This is an optimization exercise on Yosys and OpenROAD, whose aim is small area, a short achievable clock period and few clock cycles, not a production implementation.
The RTL was checked by simulation tests, not by an equivalence proof against the original design.
Power is estimated from default activity; no workload was simulated.

--- config.mk ---
export PLATFORM = sky130hd
export DESIGN_NAME = VCU
export DESIGN_NICKNAME = VCU
export VERILOG_FILES = /design/flow/design.v
export SDC_FILE = /design/flow/constraint.sdc
export NUM_CORES = 4
export LEC_CHECK = 0
export CAP_MARGIN = 20
export CORE_MARGIN = 2
export CORE_UTILIZATION = 40
export PLACE_DENSITY = 0.6
export SLEW_MARGIN = 20
--- constraint.sdc ---
create_clock -name core_clock -period 10.0 [get_ports {clk}]
set_input_delay 2.0000 -clock core_clock [delete_from_list [all_inputs] [get_ports {clk}]]
set_output_delay 2.0000 -clock core_clock [all_outputs]
set_load 0.01 [all_outputs]
--- design.v ---
`timescale 1ns / 1ps
module PE (
    input  [15:0] one, two, neg,           
    input  [31:0] a,                       
    output [3:0][31:0] rows                
);
  wire [31:0] pp [0:16];
  wire [31:0] negrow;
  genvar i;
  generate for (i = 0; i < 16; i = i + 1) begin : g_pp
    wire [31:0] mag = ({32{one[i]}} & a) | ({32{two[i]}} & {a[30:0], 1'b0});
    assign pp[i] = ({32{neg[i]}} ^ mag) << (2 * i);
    assign negrow[2*i]   = neg[i];
    assign negrow[2*i+1] = 1'b0;
  end endgenerate
  assign pp[16] = negrow;
  wire [31:0] l1 [0:11];
  wire [31:0] l2 [0:7];
  wire [31:0] l3 [0:5];
  generate for (i = 0; i < 5; i = i + 1) begin : g_l1
  assign l1[2*i] = (pp[3*i]) ^ (pp[3*i+1]) ^ (pp[3*i+2]); 
  assign l1[2*i+1] = (((pp[3*i]) & (pp[3*i+1])) | ((pp[3*i]) & (pp[3*i+2])) | ((pp[3*i+1]) & (pp[3*i+2]))) << 1;
  end endgenerate
  assign l1[10] = pp[15];
  assign l1[11] = pp[16];
  generate for (i = 0; i < 4; i = i + 1) begin : g_l2
  assign l2[2*i] = (l1[3*i]) ^ (l1[3*i+1]) ^ (l1[3*i+2]); 
  assign l2[2*i+1] = (((l1[3*i]) & (l1[3*i+1])) | ((l1[3*i]) & (l1[3*i+2])) | ((l1[3*i+1]) & (l1[3*i+2]))) << 1;
  end endgenerate
  generate for (i = 0; i < 2; i = i + 1) begin : g_l3
  assign l3[2*i] = (l2[3*i]) ^ (l2[3*i+1]) ^ (l2[3*i+2]); 
  assign l3[2*i+1] = (((l2[3*i]) & (l2[3*i+1])) | ((l2[3*i]) & (l2[3*i+2])) | ((l2[3*i+1]) & (l2[3*i+2]))) << 1;
  end endgenerate
  assign l3[4] = l2[6];
  assign l3[5] = l2[7];
  assign rows[0] = (l3[0]) ^ (l3[1]) ^ (l3[2]); 
  assign rows[1] = (((l3[0]) & (l3[1])) | ((l3[0]) & (l3[2])) | ((l3[1]) & (l3[2]))) << 1;
  assign rows[2] = (l3[3]) ^ (l3[4]) ^ (l3[5]); 
  assign rows[3] = (((l3[3]) & (l3[4])) | ((l3[3]) & (l3[5])) | ((l3[4]) & (l3[5]))) << 1;
endmodule
`timescale 1ns / 1ps
module VCU#(
    parameter NoOfElem = 4,
    parameter wordSize = 32,
    parameter memDepthC = 32,
    localparam memDepth = memDepthC - 2,
    localparam insSpace = 8  
)
(
    input clk,
    input RESET,
    input memWRTDone,
    input [wordSize - 1:0] BRAMdataIn,  
    output logic [wordSize-1: 0] BRAMDataOut,  
    output logic [memDepth-1+2:0]BRAMaddrByte,
    output logic [3:0]BRAMWREN,
    output logic BRAMENMEM,
    output logic done
);
    localparam [2:0] C_NOP = 3'd0, C_TERM = 3'd1, C_LDRF = 3'd2, C_LDROW = 3'd3,
                     C_MUL = 3'd4, C_AS = 3'd5, C_JMP = 3'd6;
    logic        mwd_r;      
    logic        run;        
    logic [2:0]  cls;        
    logic [23:0] fld;        
    logic [2:0]  ncls;       
    logic [23:0] nfld;
    logic [6:0]  cnt;        
    logic [3:0]  ph;         
    logic [29:0] pc;
    logic [29:0] addr;       
    logic        we;         
    logic        rf_valid;   
    logic [3:0]  wcnt;       
    logic [2:0]  ldp;        
    logic [31:0] inreg;      
    logic [31:0] dout;       
    logic [15:0] d_one, d_two, d_neg;    
    logic [3:0][31:0] s1;    
    logic [31:0] accA, accB, accC, accD;
    logic [15:0][31:0] rf;   
    assign BRAMaddrByte = {addr, 2'b00};
    assign BRAMWREN = {4{we}};
    assign BRAMENMEM = 1'b1;
    assign BRAMDataOut = dout;
    logic [2:0] in_cls;      
    always_comb begin
        case (inreg[31:24])
            8'h01: in_cls = C_TERM;
            8'h04: in_cls = C_LDRF;
            8'h08: in_cls = C_LDROW;
            8'h0c: in_cls = C_MUL;
            8'h0f: in_cls = C_AS;
            8'h10: in_cls = C_JMP;
            default: in_cls = C_NOP;
        endcase
    end
    wire is_mul = (cls == C_MUL);
    wire is_as  = (cls == C_AS);
    wire [1:0] op = fld[23:22];
    wire [10:0] fr = fld[21:11];
    wire [10:0] fw = fld[10:0];
    wire aligned = is_mul ? (ph[1:0] == 2'd0) : (is_as ? (ph[1:0] == 2'd2) : 1'b1);
    wire stall = run && (cnt == 7'd0) && !aligned;
    logic [6:0] lastc;
    always_comb begin
        case (cls)
            C_LDRF:  lastc = 7'd17;
            C_LDROW: lastc = 7'd4;
            C_MUL:   lastc = 7'd69;
            C_AS:    lastc = 7'd35;
            default: lastc = 7'd3;   
        endcase
    end
    wire last = run && (cls != C_TERM) && (cnt == lastc);
    wire [6:0] mu = cnt - 7'd17;
    wire mul_wr = is_mul && (cnt >= 7'd17) && (cnt <= 7'd69) &&
                  (mu[3:0] == 4'd0 || mu[3:0] == 4'd1 || mu[3:0] == 4'd2 || mu[3:0] == 4'd4);
    wire as_rd = is_as && !stall && (cnt <= 7'd3 || (cnt >= 7'd8 && cnt <= 7'd11) ||
                 (cnt >= 7'd20 && cnt <= 7'd23) || (cnt >= 7'd28 && cnt <= 7'd31));
    wire as_wr = is_as && ((cnt >= 7'd4 && cnt <= 7'd7) || (cnt >= 7'd12 && cnt <= 7'd15) ||
                 (cnt >= 7'd24 && cnt <= 7'd27) || (cnt >= 7'd32 && cnt <= 7'd35));
    wire mul_rd = is_mul && !stall && (cnt[1:0] == 2'd0) && (cnt <= 7'd60);
    wire ldrf_rd = (cls == C_LDRF) && (cnt >= 7'd1) && (cnt <= 7'd16);
    wire ldrow_rd = (cls == C_LDROW) && (cnt >= 7'd1) && (cnt <= 7'd4);
    wire fetch = run && !stall &&
                 ((cnt == 7'd0 && (cls == C_NOP || cls == C_JMP || cls == C_LDRF || cls == C_LDROW)) ||
                  (cnt == 7'd1 && is_mul) || (cnt == 7'd16 && is_as));
    wire nload = run && (((cls == C_LDRF || cls == C_LDROW) && cnt == 7'd3) ||
                         (is_mul && cnt == 7'd4) || (is_as && cnt == 7'd19));
    wire wr = run && (mul_wr || as_wr);
    wire [3:0] e_p3 = ph + 4'd3;
    wire [3:0] e_p2 = ph + 4'd2;
    wire [3:0] e_m2 = ph - 4'd2;
    wire [1:0] jj = ph[3:2] + 2'd1;
    logic [29:0] base;
    logic [5:0]  off;
    always_comb begin
        base = pc;
        off = 6'd0;
        if (run) begin
            if (ldrf_rd) begin
                base = {6'd0, fld};
                off = {e_p3[3:2], 2'b00, e_p3[1:0]};
            end else if (ldrow_rd) begin
                base = {6'd0, fld};
                off = {4'd0, cnt[1:0] - 2'd1};
            end else if (mul_rd) begin
                base = {19'd0, fr};
                off = {cnt[5:4], 2'b00, ~jj};
            end else if (as_rd) begin
                base = {19'd0, fr};
                off = {e_p2[3:2], 2'b00, e_p2[1:0]};
            end else if (mul_wr) begin
                base = {19'd0, fw};
                off = {wcnt[3:2], 2'b00, wcnt[1:0]};
            end else if (as_wr) begin
                base = {19'd0, fw};
                off = {e_m2[3:2], 2'b00, e_m2[1:0]};
            end else if (cls == C_JMP) begin
                base = {20'd0, fld[9:0]};
            end
        end
    end
    always_ff @(posedge clk or negedge RESET) begin
        if (!RESET) begin
            mwd_r <= 1'b0;
            run <= 1'b0;
            done <= 1'b0;
            cls <= C_NOP;
            fld <= 24'd0;
            ncls <= C_NOP;
            nfld <= 24'd0;
            cnt <= 7'd0;
            ph <= 4'd0;
            pc <= 30'd0;
            addr <= 30'd0;
            we <= 1'b0;
            rf_valid <= 1'b0;
            wcnt <= 4'd0;
            ldp <= 3'd0;
        end else begin
            mwd_r <= memWRTDone;
            ph <= ph + 4'd1;
            addr <= base + {24'd0, off};
            we <= wr;
            ldp <= {ldp[1:0], run && ldrf_rd};
            if (!run) begin
                if (!done && mwd_r) begin
                    run <= 1'b1;
                    cls <= C_NOP;
                    cnt <= 7'd3;
                    pc <= 30'd1;
                end
            end else begin
                if (cls == C_TERM) begin
                    done <= 1'b1;
                    run <= 1'b0;
                end
                if (fetch)
                    pc <= base + 30'd1;
                if (nload) begin
                    ncls <= in_cls;
                    nfld <= inreg[23:0];
                end
                if (cls == C_LDRF && cnt == 7'd0)
                    rf_valid <= 1'b1;
                if (mul_wr)
                    wcnt <= wcnt + 4'd1;
                if (last) begin
                    cnt <= 7'd0;
                    wcnt <= 4'd0;
                    if (cls == C_NOP || cls == C_JMP) begin
                        cls <= in_cls;
                        fld <= inreg[23:0];
                    end else begin
                        cls <= ncls;
                        fld <= nfld;
                    end
                end else if (!stall) begin
                    cnt <= cnt + 7'd1;
                end
            end
        end
    end
    wire dig_mul = run && is_mul && (cnt[1:0] == 2'd3) && (cnt <= 7'd63);
    wire dig_as  = run && is_as && (cnt == 7'd0);
    logic [15:0] e_one, e_two, e_neg;
    wire [32:0] bx = {inreg, 1'b0};
    genvar gi;
    generate for (gi = 0; gi < 16; gi = gi + 1) begin : g_enc
        assign e_one[gi] = bx[2*gi+1] ^ bx[2*gi];
        assign e_two[gi] = (bx[2*gi+2] & ~bx[2*gi+1] & ~bx[2*gi]) |
                           (~bx[2*gi+2] & bx[2*gi+1] & bx[2*gi]);
        assign e_neg[gi] = bx[2*gi+2] & ~(bx[2*gi+1] & bx[2*gi]);
    end endgenerate
    always_ff @(posedge clk) begin
        if (dig_mul) begin
            d_one <= rf_valid ? e_one : 16'd0;
            d_two <= rf_valid ? e_two : 16'd0;
            d_neg <= rf_valid ? e_neg : 16'd0;
        end else if (dig_as) begin
            d_one <= {15'd0, rf_valid};
            d_two <= 16'd0;
            d_neg <= {15'd0, op == 2'd1 || op == 2'd2};
        end
    end
    logic [3:0][31:0] s1_d;
    PE pe (.one(d_one), .two(d_two), .neg(d_neg), .a(rf[0]), .rows(s1_d));
    wire [6:0] v = cnt - 7'd5;
    wire first = (v[3:2] == 2'd0);
    wire [31:0] acc_in = is_mul ? (first ? 32'd0 : accD) :
                         (is_as ? (inreg ^ {32{op[0]}}) : 32'd0);
    wire cin = is_as && op[0];
    wire [31:0] t1s = s1[0] ^ s1[1] ^ s1[2];
    wire [31:0] t1c = ((s1[0] & s1[1]) | (s1[0] & s1[2]) | (s1[1] & s1[2])) << 1;
    wire [31:0] t2s = t1s ^ t1c ^ s1[3];
    wire [31:0] t2c = ((t1s & t1c) | (t1s & s1[3]) | (t1c & s1[3])) << 1;
    wire [31:0] t3s = t2s ^ t2c ^ acc_in;
    wire [31:0] t3m = (t2s & t2c) | (t2s & acc_in) | (t2c & acc_in);
    wire [31:0] t3c = {t3m[30:0], cin};
    wire [31:0] s2out = t3s + t3c;
    wire sel_s2 = is_mul && !cnt[2];
    always_ff @(posedge clk) begin
        inreg <= BRAMdataIn;
        s1 <= s1_d;
        accA <= s2out;
        accB <= accA;
        accC <= accB;
        accD <= accC;
        dout <= sel_s2 ? s2out : accA;
        for (int i = 0; i < 15; i = i + 1)
            rf[i] <= rf[i + 1];
        rf[15] <= ldp[2] ? inreg : rf[0];
    end
endmodule
--- run.sh ---
#!/bin/bash
# synth_recipe.tcl (not shown) runs the flow's synth.tcl, then flattens the netlist and writes it again
# the make line also repeats each setting of config.mk as NAME=value (left out here)
make -C /OpenROAD-flow-scripts/flow DESIGN_CONFIG=/design/flow/config.mk WORK_HOME=/design/flow/orfs CLKGATE_MAP_FILE= SYNTH_SCRIPT=/design/flow/synth_recipe.tcl finish
==> flow_summary.toml <==
[final_layout]
final_cell_mix = "dfxtp_1, a22oi_1, fa_1, inv_1, xnor2_1"
syn2layout_area_growth_pct = 13.8
drive_above_1_share_pct = 10.5
nets = 3908
post-route-cell-area_sq_um = 46500
fillers = 9247
diodes = 0
final_common_cell = "dfxtp_1"

[clock_network]
clockBufferDepth = 3
clk_latency_ns = 0.70
cts_resized = 0
post-cts-setup-buffers = 0
cts_tree = "built"
cts_buffers = 98
cts_sinks = 978
ctsHoldBuffers = 0
clkTransAtPathRegs_ns = 0.07
root_buffer = "clkbuf_16"
cts_max_level = 3

[timing]
worst_pin_slew_ns = 1.05
slew_viol_final = 0
setup_viol = 0
fin_crit_sh_pct = 61.7
fin_worst_skew_ns = 0.0472
rsz0062_at_grt = "false"
min_period_ns = 6.17
setup_slack_ns = 3.83
tns_ns = 0
fmax_mhz = 162
hold_viol = 0
slew_headroom_pct = 29.8

[routing]
vias = 25500
drtIter0Drc = 2194
drc_errors = 0
first_pass_iters = 6
avgRoutedWirePerCell_um = 20.4
via_per_inst = 5.14
postRouteAntennaNets = 0
wirelength_um = 101000

[yosys]
synth_seq_area_share_pct = 50.8
ys_seq_elements = 978
ys_types = 97
syn_area_sq_um = 40800
synth_ff_type = "dfxtp_1"
yosysWarnings = 2
ys_async_sr_fraction_pct = 14.0
synthCells = 3475
syn_area_per_cell_sq_um = 11.7
synth_edf_count = 48

[global_routing]
grt-ovfl-total = 0
grt_pass1_vias = 25400
antenna_found_initial = 4
track_usage_pct = 19.5
grt_max_degree = 90
grt_pass1_wl_um = 155000

[die]
dieArea_sq_um = 105000
chipHeight_um = 323
rows = 117
start_util_pct = 40.2
die_w_um = 323
ios = 105
core_area_sq_um = 101000

[critical_path]
start_kind = "flop"
worstPathRequired_ns = 10.61
criticalPathCategory = "reg -> reg"
arrival_ns = 6.78
cp-end-kind = "flop"
crit_path_max_fanout = 32

[power]
cellPowerDensity_nw_per_um2 = 281
power_leakage_nw = 19.0
ir_worst_vdd_v = 0.000239

[status]
status = "no timing/DRC/antenna violations"

[place]
numPortBuffers = 101
post-place-ws_ns = 3.89
dp_hpwl_um = 68400
place_congestion = 0.892
placed_area_sq_um = 43100

[min_path]
hold_class = "reg -> reg"

[run]
cap_violations = 0
flip-flops by register name, indices dropped and copies added (netlist names), 30 cells and up:
| name | flops |
|---|---|
| rf | 512 |
| s1 | 89 |
| accA | 32 |
| accB | 32 |
| accC | 32 |
| accD | 32 |
| dout | 32 |
| inreg | 32 |
| addr | 30 |
| pc | 30 |
worst paths after layout:
check                        start        to  cells past startpoint  slack [ns]
setup / recovery            cls[2]  dout[30]                     19        3.83
hold / removal             rf[247]   rf[215]                      0        0.31
setup reg to reg            cls[2]  dout[30]                     19        3.83
hold reg to reg            rf[247]   rf[215]                      0        0.31
max in group asynchronous    RESET   fld[22]                      2        7.43
min in group asynchronous    RESET   addr[0]                      1        1.38
cell families after synthesis:
logic type	count (synthesis)	synth area share, %
XOR/XNOR	421	9.03
AND/OR/NAND/NOR	510	6.39
buffers and inverters	471	4.51
other	2	0.0184
flip-flops	978	50.8
adder cells (fa/ha/maj)	369	15.5
multiplexers	119	3.19
AO/OA/AOI/OAI	605	10.6
synth_stat cells, drive strengths merged (6+ instances only):
library cell	count	area, sq um
fa	227	4540
and2	23	144
mux2i	29	290
nand2b	11	68.8
a22o	13	123
o21a	10	75.1
or4	7	63.8
dfrtp	137	3430
nand2	138	518
a22oi	275	2060
xnor2	219	1920
a21o	19	143
and4	6	52.6
clkbuf	174	653
nor2	125	479
o22ai	6	37.5
xor2	202	1770
buf	71	342
a31o	7	61.3
dfxtp	793	15900
nor4	9	68.8
and3	19	119
nand4	21	163
o211ai	8	60.1
inv	225	845
nand3	60	300
a31oi	16	115
o21ai	102	518
or3	11	68.8
nor2b	10	62.6
nor3b	23	173
o31ai	13	97.6
mux2	90	1010
a211oi	11	108
a21oi	71	355
edfxtp	48	1440
nand3b	6	45.0
ha	142	1780
nor3	28	150
stage by stage:
step / instances / util (%) / hold slack, ns / total power, mW
floorplan: 3476 / - / 0.310 / 8.07
global placement: 4770 / 42.5 / 0.310 / 9.42
detailed placement: 4770 / 42.5 / 0.312 / 9.46
CTS: 4954 / 45.8 / 0.314 / 13.2
global route: 4956 / 45.8 / 0.323 / 13.9
finish: 4956 / 45.8 / 0.315 / 13.1
routing by layer:
layer  wire (um)  vias to the layer above  GRT usage [%]
met4        3470                        2           7.51
met3        7780                      184           4.60
met2       46000                      911           30.7
li1            -                    11800              -
met5           9                        -              0
met1       43700                    12600           25.9
report_power, final:
| group | switching [mW] | internal [mW] | leakage (nW) |
|---|---|---|---|
| clock network | 1.57 | 2.13 | 1.61 |
| logic | 2.50 | 1.82 | 8.49 |
| registers | 0.439 | 4.63 | 8.88 |
| total | 4.50 | 8.58 | 19.0 |
critical path: stages (launching register included):
cell and delay (ns):
dfrtp_1 0.69, nor3b_1 0.60, o31ai_1 0.19, a31oi_2 0.20
buf_4 0.40, nand2_1 0.09, o21ai_0 0.09, ha_1 0.25
ha_1 0.24, fa_1 0.49, a211oi_1 0.28, nor2_1 0.12
o311ai_0 0.62, a31oi_1 0.28, a221o_1 0.44, a21oi_1 0.25
o21ai_0 0.21, a21o_1 0.23, o32a_1 0.28, a21oi_1 0.13
area by class of cell:
type / instances / area [sq um] / share of cell area (%)
flip-flops and latches: 978 / 20700 / 44.6
multi-input cells: 2027 / 18300 / 39.3
clock buffers: 138 / 2860 / 6.16
well taps: 1368 / 1710 / 3.68
repair buffers: 173 / 1560 / 3.36
inverters: 226 / 848 / 1.83
clock inverters: 46 / 465 / 1.00
Testbench counts, summed over its fixed seeds: cycles 42,819.

[afterwards: timing with drivers on the ports]
The results above use ideal ports. As a check the final layout listed here was re-extracted and re-timed, cells and wires unchanged. Step 1, drivers: a clkbuf_16 drives clk and a buf_2 each remaining input, both assumed. Step 2, shift: input delay + t, output delay - t, t = (earliest + latest rising clock arrival at the registers) / 2. This alone moves slack from input paths to output paths. Slacks: no drivers / after step 1 / after step 2; pairs: no drivers / after step 1.
shift t [ns]: 0.744
setup slack, ns: 3.832 / 3.832 / 3.832
worst setup path after step 2: register to register
slew at the worst register clock pin (ns): 0.07 / 0.07
After both steps setup and hold are still met in this run. For this run, drivers alone change the setup slack by 0.000 ns; drivers and shift together by 0.000 ns.
